Context: an optimization exercise on an open-source flow, tuned for small area. The choices shown serve that exercise and are no tape-out recipe.
In this exercise RTL edits were held to simulation tests only and were not proved equivalent to the original.
No activity file was given, so power comes from the tool's default toggle rates.

## flow/config.mk

```make
export PLATFORM = sky130hd
export DESIGN_NAME = shizhong
export DESIGN_NICKNAME = shizhong
export VERILOG_FILES = /design/flow/design.v
export SDC_FILE = /design/flow/constraint.sdc
export NUM_CORES = 4
export LEC_CHECK = 0
export CAP_MARGIN = 20
export CORE_MARGIN = 2
export CORE_UTILIZATION = 40
export SLEW_MARGIN = 20
```

## flow/constraint.sdc

```tcl
create_clock -name core_clock -period 10.0 [get_ports {clk}]
set_input_delay 2.0000 -clock core_clock [delete_from_list [all_inputs] [get_ports {clk}]]
set_output_delay 2.0000 -clock core_clock [all_outputs]
set_load 0.01 [all_outputs]
```

## flow/design.v

```verilog
module	beep(clk,rst_n,key,beep_out);
	input	clk,rst_n;
	input	[3:0]key;
	output	reg	beep_out;
	reg	[15:0]cnt;
	reg	[15:0]frep;
	always@(posedge clk,negedge	rst_n)
		begin
			if(!rst_n)
				cnt<=16'd0;
			else
				if(cnt==frep)
					cnt<=16'd0;
				else
					cnt<=cnt+1'b1;
		end
	always@(posedge	clk,negedge	rst_n)
		begin
			if(!rst_n)
				beep_out<=1'b1;
			else
				begin
					if(cnt==frep)
						beep_out<=~beep_out;
					else
						beep_out<=beep_out;
				end
		end
	always@(*)
   begin
	 case(key)
	   4'b1110:frep=16'd47774; 
		4'b1101:frep=16'd42568; 
		4'b1011:frep=16'd37919; 
		4'b0111:frep=16'd35791; 
	 default:frep=16'b0;
	 endcase
	end
endmodule
module	counter(key,clk,rst_n,data);
	input	clk,rst_n;
	input	[3:0]key;
	output	reg[23:0]data;
	parameter	T1s=200;
	localparam	CW=$clog2(T1s);
	reg	[CW-1:0]cnt;
	reg	[3:0]miao_l,miao_h,fen_l,fen_h,shi_l,shi_h;
	reg	stop;
	always@(posedge	clk,negedge	rst_n)
		begin
			if(!rst_n)
				stop<=1'b0;
			else
				begin
					if(key[0]==1'b0)
						stop<=~stop;
					else
						stop<=stop;
				end
		end
	always@(posedge clk,negedge rst_n)
		begin
			if(!rst_n)
				begin
					cnt<={CW{1'b0}};
				end
			else
				begin
					if(stop)
						cnt<=cnt;
					else
						begin
							if(cnt==T1s-1'b1)
								begin
									cnt<={CW{1'b0}};
								end
							else
								begin
									cnt<=cnt+1'b1;
								end
						end
				end
		end
	wire	flag;
	assign	flag=(cnt==T1s-1'b1)?1'b1:1'b0;
	always@(posedge	clk,negedge	rst_n)
		begin
			if(!rst_n)
			begin
				data[3:0]<=4'd0;
				miao_l<=4'd0;
			end
			else
				begin
					if(miao_l==4'd10)
						miao_l<=4'd0;
					else
						begin
							if(flag||(key[2]==1'b0))
								miao_l<=miao_l+1'b1;
							else
								data[3:0]<=miao_l;
						end
				end
		end
	always@(posedge	clk,negedge	rst_n)
		begin
			if(!rst_n)
				begin
					data[7:4]<=4'd0;
					miao_h<=4'd0;
				end
			else
				begin
					if(miao_h==4'd6)
						miao_h<=4'd0;
					else
						begin
							if(miao_l==4'd10)
								miao_h<=miao_h+1'b1;
							else
								data[7:4]<=miao_h;
						end
				end
		end
	always@(posedge	clk,negedge	rst_n)
		begin
			if(!rst_n)
				begin
					data[11:8]<=4'd0;
					fen_l<=4'd0;
				end
			else
				begin
					if(fen_l==4'd10)
						fen_l<=4'd0;
					else
						begin
							if(miao_h==4'd6||key[3]==1'b0)
								fen_l<=fen_l+1'b1;
							else
								data[11:8]<=fen_l;
						end
				end
		end
	always@(posedge	clk,negedge	rst_n)
		begin
			if(!rst_n)
				begin
					data[15:12]<=4'd0;
					fen_h<=4'd0;
				end
			else
				begin
					if(fen_h==4'd6)
						fen_h<=4'd0;
					else
						begin
							if(fen_l==4'd10)
								fen_h<=fen_h+1'b1;
							else
								data[15:12]<=fen_h;
						end
				end
		end
	always@(posedge	clk,negedge	rst_n)
		begin
			if(!rst_n)
				begin
					data[19:16]<=4'd0;
					shi_l<=4'd0;
				end
			else
				begin
					if((shi_h==1'b0||shi_h==1'b1)&&shi_l==10||(shi_h==2'd2&&shi_l==3'd4))
						shi_l<=4'd0;
					else
						begin
							if(fen_h==4'd6||key[1]==1'b0)
								shi_l<=shi_l+1'b1;
							else
								data[19:16]<=shi_l;
						end
				end
		end
	always@(posedge	clk,negedge	rst_n)
		begin
			if(!rst_n)
				begin
					data[23:20]<=4'd0;
					shi_h<=4'd0;
				end
			else
				begin
					if(shi_h==2'd2&&shi_l==3'd4)
						shi_h<=4'd0;
					else
						if((shi_h==1'b0||shi_h==1'b1)&&shi_l==10||(shi_h==2'd2&&shi_l==3'd4))
							shi_h<=shi_h+1'b1;
						else
							data[23:20]<=shi_h;
				end
		end
endmodule
module	display(data,clk,rst_n,sel,seg);
	input	[23:0]data;
	input	clk,rst_n;
	output	reg[2:0]sel;
	output	reg[7:0]seg;
	parameter	T1ms=5;
	localparam	CW=$clog2(T1ms);
	reg	[CW-1:0]cnt;
	always@(posedge	clk,negedge	rst_n)
		begin
			if(!rst_n)
				cnt<={CW{1'b0}};
			else
				begin
					if(cnt==T1ms-1'b1)
						cnt<={CW{1'b0}};
					else
						cnt<=cnt+1'b1;
				end
		end
	wire	flag;
	assign	flag=(cnt==T1ms-1'b1)?1'b1:1'b0;
	reg	[2:0]state;
	reg	[3:0]show_data;
	always@(posedge	clk,negedge	rst_n)
		begin
			if(!rst_n)
				begin
					sel<=3'd7;
					state<=3'd0;
				end
			else
				begin
					case(state)
						3'd0	:begin
									if(flag)
										state<=3'd1;
									else
										begin
											show_data<=data[23:20];
											sel<=3'd0;
											state<=3'd0;
										end
								end
						3'd1	:begin
									if(flag)
										state<=3'd2;
									else
										begin
											show_data<=data[19:16];
											sel<=3'd1;
											state<=3'd1;
										end
								end
						3'd2	:begin
									if(flag)
										state<=3'd3;
									else
										begin
											show_data<=data[15:12];
											sel<=3'd2;
											state<=3'd2;
										end
								end
						3'd3	:begin
									if(flag)
										state<=3'd4;
									else
										begin
											show_data<=data[11:8];
											sel<=3'd3;
											state<=3'd3;
										end
								end
						3'd4	:begin
									if(flag)
										state<=3'd5;
									else
										begin
											show_data<=data[7:4];
											sel<=3'd4;
											state<=3'd4;
										end
								end
						3'd5	:begin
									if(flag)
										state<=3'd0;
									else
										begin
											show_data<=data[3:0];
											sel<=3'd5;
											state<=3'd5;
										end
								end
						default	:state<=3'd0;
					endcase
				end
		end
	always@(*)
	  begin
	      if(!rst_n)
			  begin
			    seg=8'b1111_1111;
			  end
			else
			  begin
			    case(show_data)
				     0: seg=8'b1100_0000;
                 1: seg=8'b1111_1001;
					  2: seg=8'b1010_0100;
					  3: seg=8'b1011_0000;
					  4: seg=8'b1001_1001;
					  5: seg=8'b1001_0010;
					  6: seg=8'b1000_0010;
					  7: seg=8'b1111_1000;
					  8: seg=8'b1000_0000;
					  9: seg=8'b1001_0000;
					  default :seg=8'b0000_0000;
				 endcase
			  end
	  end
endmodule
module	key_module(clk,rst_n,key,key_out);
	input	clk,rst_n;
	input	[3:0]key;
	output	reg[3:0]	key_out;
	parameter	T20ms=40;
	localparam	CW=$clog2(T20ms+1);
	reg	[CW-1:0]cnt;
	localparam	key_in=4'b1111;
	reg	key_press;
	always@(posedge	clk,negedge	rst_n)
		begin
			if(!rst_n)
				key_press<=1'b0;
			else
				if(key_in^key)
					key_press<=1'b1;
				else
					key_press<=1'b0;
		end
	always@(posedge	clk,negedge	rst_n)
		begin
			if(!rst_n)
				begin
					cnt<={CW{1'b0}};
					key_out<=4'b1111;
				end
			else
				begin
					if(cnt==T20ms)
					begin
						cnt<={CW{1'b0}};
						if(key_press)
							key_out<=key;
						else
							key_out<=4'b1111;
					end
					else
						begin
							cnt<=cnt+1'b1;
							key_out<=4'b1111;
						end
				end
		end
endmodule
module	shizhong(clk,key,rst_n,seg,sel,beep_out);
	input	clk,rst_n;
	input	[3:0]key;
	output	[7:0]seg;
	output	[2:0]sel;
	output	beep_out;
	wire	[3:0]key_l;
	wire	[23:0]data;
	counter	counter(
		.clk(clk),
		.rst_n(rst_n),
		.key(key_l),
		.data(data)
	);
	display	display(
		.data(data),
		.clk(clk),
		.rst_n(rst_n),
		.sel(sel),
		.seg(seg)
	);
	key_module	key_module(
		.clk(clk),
		.rst_n(rst_n),
		.key(key),
		.key_out(key_l)
	);
	beep	beep(
		.clk(clk),
		.rst_n(rst_n),
		.key(key),
		.beep_out(beep_out)
	);
endmodule
```

## flow/run.sh

```bash
#!/bin/bash
# synth_recipe.tcl (not shown) runs the flow's synth.tcl, then flattens the netlist and writes it again
# the make line also repeats each setting of config.mk as NAME=value (left out here)
make -C /OpenROAD-flow-scripts/flow DESIGN_CONFIG=/design/flow/config.mk WORK_HOME=/design/flow/orfs CLKGATE_MAP_FILE= SYNTH_SCRIPT=/design/flow/synth_recipe.tcl finish
```

==> results.txt <==
==> critical path, stage by stage <==
cell and delay [ps]:
buf_4 380, buf_4 720, nand2b_1 110, clkdlybuf4s50_1 500
==> cells by family after synthesis <==
kind of cell,after synthesis
simple gates,190
xor+xnor,41
mux,28
flops,106
compound gates,120
fa+ha+maj,18
buf+inv,55
==> report_power, final <==
group	total (µW)	leakage (µW)	switching [µW]	internal (µW)
Sequential	468	0.00130	18.5	449
Clock	318	0.000133	144	175
Combinational	78.4	0.00123	40.2	38.2
Total	865	0.00267	202	662
==> metrics by stage <==
stage,hold WS [ps],worst slack (ps),util [%],instances,total power (µW)
after floorplan,390,5910,-,558,528
after global placement,423,4190,42.4,731,552
after detailed placement,422,4130,42.4,731,555
after CTS,436,4120,44.3,747,878
after global routing,462,3950,44.4,747,911
final,433,4230,44.4,747,865
==> flip-flops by register name (all words and copies together) (netlist names), named ones only <==
signal                cells
beep.beep_out             1
beep.cnt                 16
counter.cnt               8
counter.data             24
counter.fen_h             4
counter.fen_l             4
counter.miao_h            4
counter.miao_l            4
counter.shi_h             4
counter.shi_l             4
counter.stop              1
display.cnt               3
display.sel               3
display.show_data         4
display.state             3
key_module.cnt            6
key_module.key_out        4
key_module.key_press      1
==> synthesized netlist by cell type (all sizes together) (4+ instances only) <==
| master | count |
|---|---|
| and2 | 4 |
| mux2 | 18 |
| nand2 | 40 |
| or2 | 5 |
| dfxtp | 8 |
| o21ai | 38 |
| nor3b | 4 |
| xnor2 | 25 |
| a21o | 9 |
| nand3 | 17 |
| ha | 18 |
| mux2i | 9 |
| dfstp | 8 |
| edfxtp | 4 |
| inv | 28 |
| nor2b | 6 |
| clkbuf | 13 |
| dfrtp | 86 |
| buf | 14 |
| o22ai | 5 |
| xor2 | 16 |
| nand2b | 25 |
| nor3 | 7 |
| a211oi | 4 |
| nand4 | 6 |
| a21oi | 25 |
| a31oi | 7 |
| and3 | 4 |
| nor2 | 57 |
==> path summary, 6_finish.rpt <==
| path | startpoint | end | slack [ps] | cells past startpoint |
|---|---|---|---|---|
| min reg2reg | counter.shi_h[3] | counter.shi_h[3] | 430 | 0 |
| max in group asynchronous | rst_n | beep.cnt[9] | 7210 | 2 |
| max reg2reg | display.state[1] | flop | 7200 | 8 |
| min in group asynchronous | rst_n | display.state[1] | 1600 | 1 |
| min | counter.shi_h[3] | counter.shi_h[3] | 430 | 0 |
| max | rst_n | seg[3] | 4230 | 4 |
==> per-layer routing <==
metal / vias up / global-route usage, % / part of all wire (%)
met5: - / 0 / 0
met4: 0 / 4.67 / 1.3
met3: 9 / 3.18 / 1.9
met2: 21 / 21.7 / 45
met1: 1866 / 21.9 / 52
li1: 1938 / - / -
==> layout make-up <==
| cell class | instances | area (µm²) |
|---|---|---|
| Fill cell | 1304 | 7630 |
| Multi-Input combinational cell | 397 | 2660 |
| Sequential cell | 106 | 2640 |
| Clock buffer | 13 | 250 |
| Tap cell | 180 | 225 |
| Timing Repair Buffer | 20 | 190 |
| Inverter | 28 | 105 |
| Clock inverter | 3 | 15.0 |
==> flow_summary.yaml <==
global_routing:
  antenna_found_initial: 0
  globalRouteTotalUtil_pct: 14.8
  grt-ovfl-total: 0
  grt_pass1_wl_um: 17700
  grt_pass1_vias: 3675
  grt_start_max_net_pins: 68
clock_network:
  cts_buffers: 9
  clk_pin_slew_ps: 60
  clockRootBuffer: "clkbuf_16"
  tritoncts: "built"
  hold_buffers: 0
  cts_setup_buffers: 0
  cts.repair.resized: 0
  cts_sinks: 106
  htree_levels: 3
  insertion_delay_ps: 340
  clockBufferDepth: 2
logic_synthesis:
  synthesis.area_mm2: 0.00555
  synth_compound_area_share_pct: 13.9
  synth_top_area_cell: "dfrtp_1"
  synth_mux_area_share_pct: 5.68
  ys_top_cells_by_area: "dfrtp_1, ha_1, xnor2_1"
  synth_xor_area_share_pct: 6.47
  synth_edf_count: 4
  syn_avg_cell_area_um2: 9.95
  synth-simple-area-share_pct: 17.5
  synth_top_family_by_area: "simple AND/OR/NAND/NOR gates"
  synthAdderAreaFrac_pct: 4.06
  yosys_warnings: 4
  synth_flop_cell: "dfrtp_1"
  ys_types: 67
  ys_seq_area_share_pct: 47.6
  syn-num-nets: 582
  syn_inst: 558
  synth_seq_cells: 106
  yosys.area.top_type_share_pct: 38.8
  synthArstFlopShare_pct: 88.7
worst_setup_path:
  required_ps: 8000
  crit_type: "input pin to output port"
  path_max_fanout: 67
  start_kind: "input pin"
  critPathArrivalTime_ps: 3770
  end_kind: "output port"
placed_design:
  numPortBuffers: 17
  place_congestion: 0.841
  dpl.hpwl_um: 6950
  placed_cell_area_mm2: 0.00581
final_layout:
  antennaDiodeCount: 0
  final_common_cell: "dfrtp_1"
  area_growth_pct: 9.67
  final_cell_mix: "dfrtp_1, nor2_1, nand2_1"
  drive_above_1_share_pct: 10.2
  fin_area_mm2: 0.00609
  nets: 586
timing:
  fmax_mhz: 173
  rsz0062_at_grt: "false"
  maxSlewHeadroom_pct: 39.0
  fin_tns_setup_ps: 0
  period_needed_ps: 5770
  fin_crit_sh_pct: 57.7
  fin_worst_skew_ps: 9.68
  final-max-slew-violation-count: 0
  tightest_slew_ps: 908
  setup_violations: 0
  final_hold_viol_count: 0
die:
  fp.coreArea_mm2: 0.0137
  start_util_pct: 40.5
  dieWidth_um: 122
  num_rows: 43
  top_level_ports: 18
  design.die.area_mm2: 0.0148
  die_h_um: 122
drt:
  drtAntennaViolNets: 0
  wl_um: 10000
  viasPerCell: 5.13
  drc: 0
  drtIter0Drc: 311
  drt_first_pass_iters: 4
  num_vias: 3834
  wl_per_cell_um: 13.4
power:
  vdd_drop_max_mv: 0.0740
  p_per_area_mw_per_mm2: 142
  power.leakage_uw: 0.00267
outcome:
  outcome: "finished clean"
hold_path:
  hold_path_class: "flop to flop"
job:
  max_cap_viol_count: 0

==> what the ideal ports hide <==
The flow's constraints put no driver on any port. The routed layout listed below was extracted and timed again, unchanged, in two steps.
Step 1: set_driving_cell puts a clkbuf_16 on clk and a buf_2 on each other input, an assumption about the parent block.
Step 2 adds t to the input delays and takes it off the output delays; t is the mean of the earliest and latest rising clock arrival at the registers after step 1. Input paths then give back, and output paths get back, about the clock's delay inside the block.
a / b / c = ideal / step 1 / step 2; a / b = the first two.
shift t [ns]: 0.378
setup WS [ns]: 4.232 / 4.206 / 4.206
hold slack, ns: 0.433 / 0.433 / 0.433
worst slew at a driven data input, ns: 0.03
pins driven straight from the clock port: 1
After both steps this run still meets setup and hold. For this run, drivers alone change the setup slack by -0.026 ns; drivers and shift together by -0.026 ns.
